What follows belongs to an exercise in optimizing a design on an open flow for small area, a short achievable clock period and few clock cycles; a production flow would make more cautious choices. The RTL was checked by simulation tests, not by an equivalence proof against the original design. No activity file was given, so power comes from the tool's default toggle rates.

Setup of job 215:
// apb_ram
module apb_ram (
  input presetn,
  input pclk,
  input psel,
  input penable,
  input pwrite,
  input [31:0] paddr, pwdata,
  output reg [31:0] prdata,
  output pready,
  output reg pslverr
);
clock: 2.6 ns
lec_check: 0
cap_margin: 20
core_margin: 2
core_utilization: 55
cts_buf_list: sky130_fd_sc_hd__clkbuf_8
cts_cluster_diameter: 100
cts_cluster_size: 12
setup_slack_margin: 0.8
slew_margin: 20
synth_hierarchical: 1
synth_minimum_keep_size: 0
standard.sh (not shown) runs the stock make flow with config.mk's settings and CLKGATE_MAP_FILE= SYNTH_SCRIPT=/design/flow/synth_recipe.tcl, a recipe that flattens the netlist after the stock synthesis.
==> flow/flow/run.sh <==
#!/bin/bash
# Standard ORFS layout (standard synthesis unchanged); only the port buffers
# differ: buf_2 instead of the default pick (a slow delay buffer).
set -euo pipefail
bash standard.sh "BUFFER_PORTS_ARGS=-buffer_cell sky130_fd_sc_hd__buf_2" finish > orfs_make.log 2>&1
Testbench counts of job 215, summed over its fixed seeds: cycles 32,000.
What job 4550 does differently from job 215 at the input level:
# job 215
export LEC_CHECK = 0
export CAP_MARGIN = 20
export CORE_MARGIN = 2
export CORE_UTILIZATION = 55
export CTS_BUF_LIST = sky130_fd_sc_hd__clkbuf_8
export CTS_CLUSTER_DIAMETER = 100
export CTS_CLUSTER_SIZE = 12
export SETUP_SLACK_MARGIN = 0.8
export SLEW_MARGIN = 20
export SYNTH_HIERARCHICAL = 1
export SYNTH_MINIMUM_KEEP_SIZE = 0
create_clock -name core_clock -period 2.6 [get_ports {pclk}]
# job 4550
export LEC_CHECK = 0
export CAP_MARGIN = 20
export CORE_MARGIN = 2
export CORE_UTILIZATION = 60
export CTS_BUF_LIST = sky130_fd_sc_hd__clkbuf_8
export CTS_CLUSTER_DIAMETER = 100
export CTS_CLUSTER_SIZE = 12
export SETUP_SLACK_MARGIN = 0.9
export SLEW_MARGIN = 20
export SYNTH_HIERARCHICAL = 1
export SYNTH_MINIMUM_KEEP_SIZE = 0
create_clock -name core_clock -period 2.6 [get_ports {pclk}]
--- outcome ---
Clock-buffer cell count (job 4550 over job 215): increase, about 1%. Compared with job 215, in job 4550 met2 demand-to-capacity share in global routing went up, number of cells on the critical path increased 1, area of all sequential standard cells shows no meaningful change, worst setup slack rose 0.035 ns. Power: job 4550 vs job 215 up 0.96%. [job 4550 vs job 215] final area: higher in job 4550. On hold slack, job 215 and job 4550 are basically level. Job 4550: layout overhead on the synthesized area 2.0 points above job 215.
> inputs changed (job 4550 -> job 3187)
# job 4550
export LEC_CHECK = 0
export CAP_MARGIN = 20
export CORE_MARGIN = 2
export CORE_UTILIZATION = 60
export CTS_BUF_LIST = sky130_fd_sc_hd__clkbuf_8
export CTS_CLUSTER_DIAMETER = 100
export CTS_CLUSTER_SIZE = 12
export SETUP_SLACK_MARGIN = 0.9
export SLEW_MARGIN = 20
export SYNTH_HIERARCHICAL = 1
export SYNTH_MINIMUM_KEEP_SIZE = 0
create_clock -name core_clock -period 2.6 [get_ports {pclk}]
# job 3187
export LEC_CHECK = 0
export CAP_MARGIN = 20
export CORE_MARGIN = 2
export CORE_UTILIZATION = 60
export CTS_BUF_LIST = sky130_fd_sc_hd__clkbuf_8
export CTS_CLUSTER_DIAMETER = 100
export CTS_CLUSTER_SIZE = 12
export SETUP_SLACK_MARGIN = 0.7
export SLEW_MARGIN = 20
export SYNTH_HIERARCHICAL = 1
export SYNTH_MINIMUM_KEEP_SIZE = 0
create_clock -name core_clock -period 2.6 [get_ports {pclk}]
Notes after the runs:
- Job 3187 vs. job 4550: routed wire length saw a decrease, post-route minimum period has increased, y dimension of the die held steady, tapcell count held steady.
Input-level comparison between job 3381 and job 3187:
# job 3187
export LEC_CHECK = 0
export CAP_MARGIN = 20
export CORE_MARGIN = 2
export CORE_UTILIZATION = 60
export CTS_BUF_LIST = sky130_fd_sc_hd__clkbuf_8
export CTS_CLUSTER_DIAMETER = 100
export CTS_CLUSTER_SIZE = 12
export SETUP_SLACK_MARGIN = 0.7
export SLEW_MARGIN = 20
export SYNTH_HIERARCHICAL = 1
export SYNTH_MINIMUM_KEEP_SIZE = 0
create_clock -name core_clock -period 2.6 [get_ports {pclk}]
# job 3381
export LEC_CHECK = 0
export CAP_MARGIN = 20
export CORE_MARGIN = 2
export CORE_UTILIZATION = 60
export CTS_BUF_LIST = sky130_fd_sc_hd__clkbuf_8
export CTS_CLUSTER_DIAMETER = 100
export CTS_CLUSTER_SIZE = 14
export SETUP_SLACK_MARGIN = 0.8
export SLEW_MARGIN = 20
export SYNTH_HIERARCHICAL = 1
export SYNTH_MINIMUM_KEEP_SIZE = 0
create_clock -name core_clock -period 2.6 [get_ports {pclk}]
### Flow results
Result: PASS for each of job 3381 and job 3187
Diff job 3187 -> job 3381 | layout buffering overhead excluding clock cells | decrease of 0.41 points
Job 3381 — routed metal-1 wirelength 950 um lower, job 3187 as reference
The clock skew of job 3381 falls short of that of job 3187 by 0.0083 ns.

## afterwards: timing with drivers on the ports
The results above use ideal ports. As a check the final layouts listed here were re-extracted and re-timed, cells and wires unchanged. Step 1 (the two cells are an assumption about what drives the block):
set clk [get_ports {pclk}]
set_driving_cell -lib_cell sky130_fd_sc_hd__clkbuf_16 $clk
set_driving_cell -lib_cell sky130_fd_sc_hd__buf_2 [delete_from_list [all_inputs] $clk]
Step 2 also shifts input and output timing later by t, the mid clock arrival at the registers, as if the neighbouring blocks saw the same clock. Three values: ideal, step 1, step 2; two values: the first two.
| run | t (ns) | slack for setup (ns) | hold slack, ns | worst setup path after step 2 | worst register clock-pin slew, ns |
|---|---|---|---|---|---|
| job 215 | 0.774 | 0.771 / 0.771 / 0.135 | 0.068 / 0.027 / 0.604 | input to register | 0.09 / 0.09 |
| job 4550 | 0.776 | 0.806 / 0.786 / 0.172 | 0.065 / 0.023 / 0.554 | input to register | 0.10 / 0.10 |
| job 3187 | 0.768 | 0.759 / 0.713 / 0.240 | 0.068 / 0.026 / 0.589 | input to register | 0.09 / 0.09 |
| job 3381 | 0.742 | 0.818 / 0.756 / 0.111 | 0.080 / 0.039 / 0.597 | input to register | 0.10 / 0.10 |
After both steps every run listed still meets setup and hold. For job 3381, which loses most, drivers alone change the setup slack by -0.062 ns; drivers and shift together by -0.707 ns.
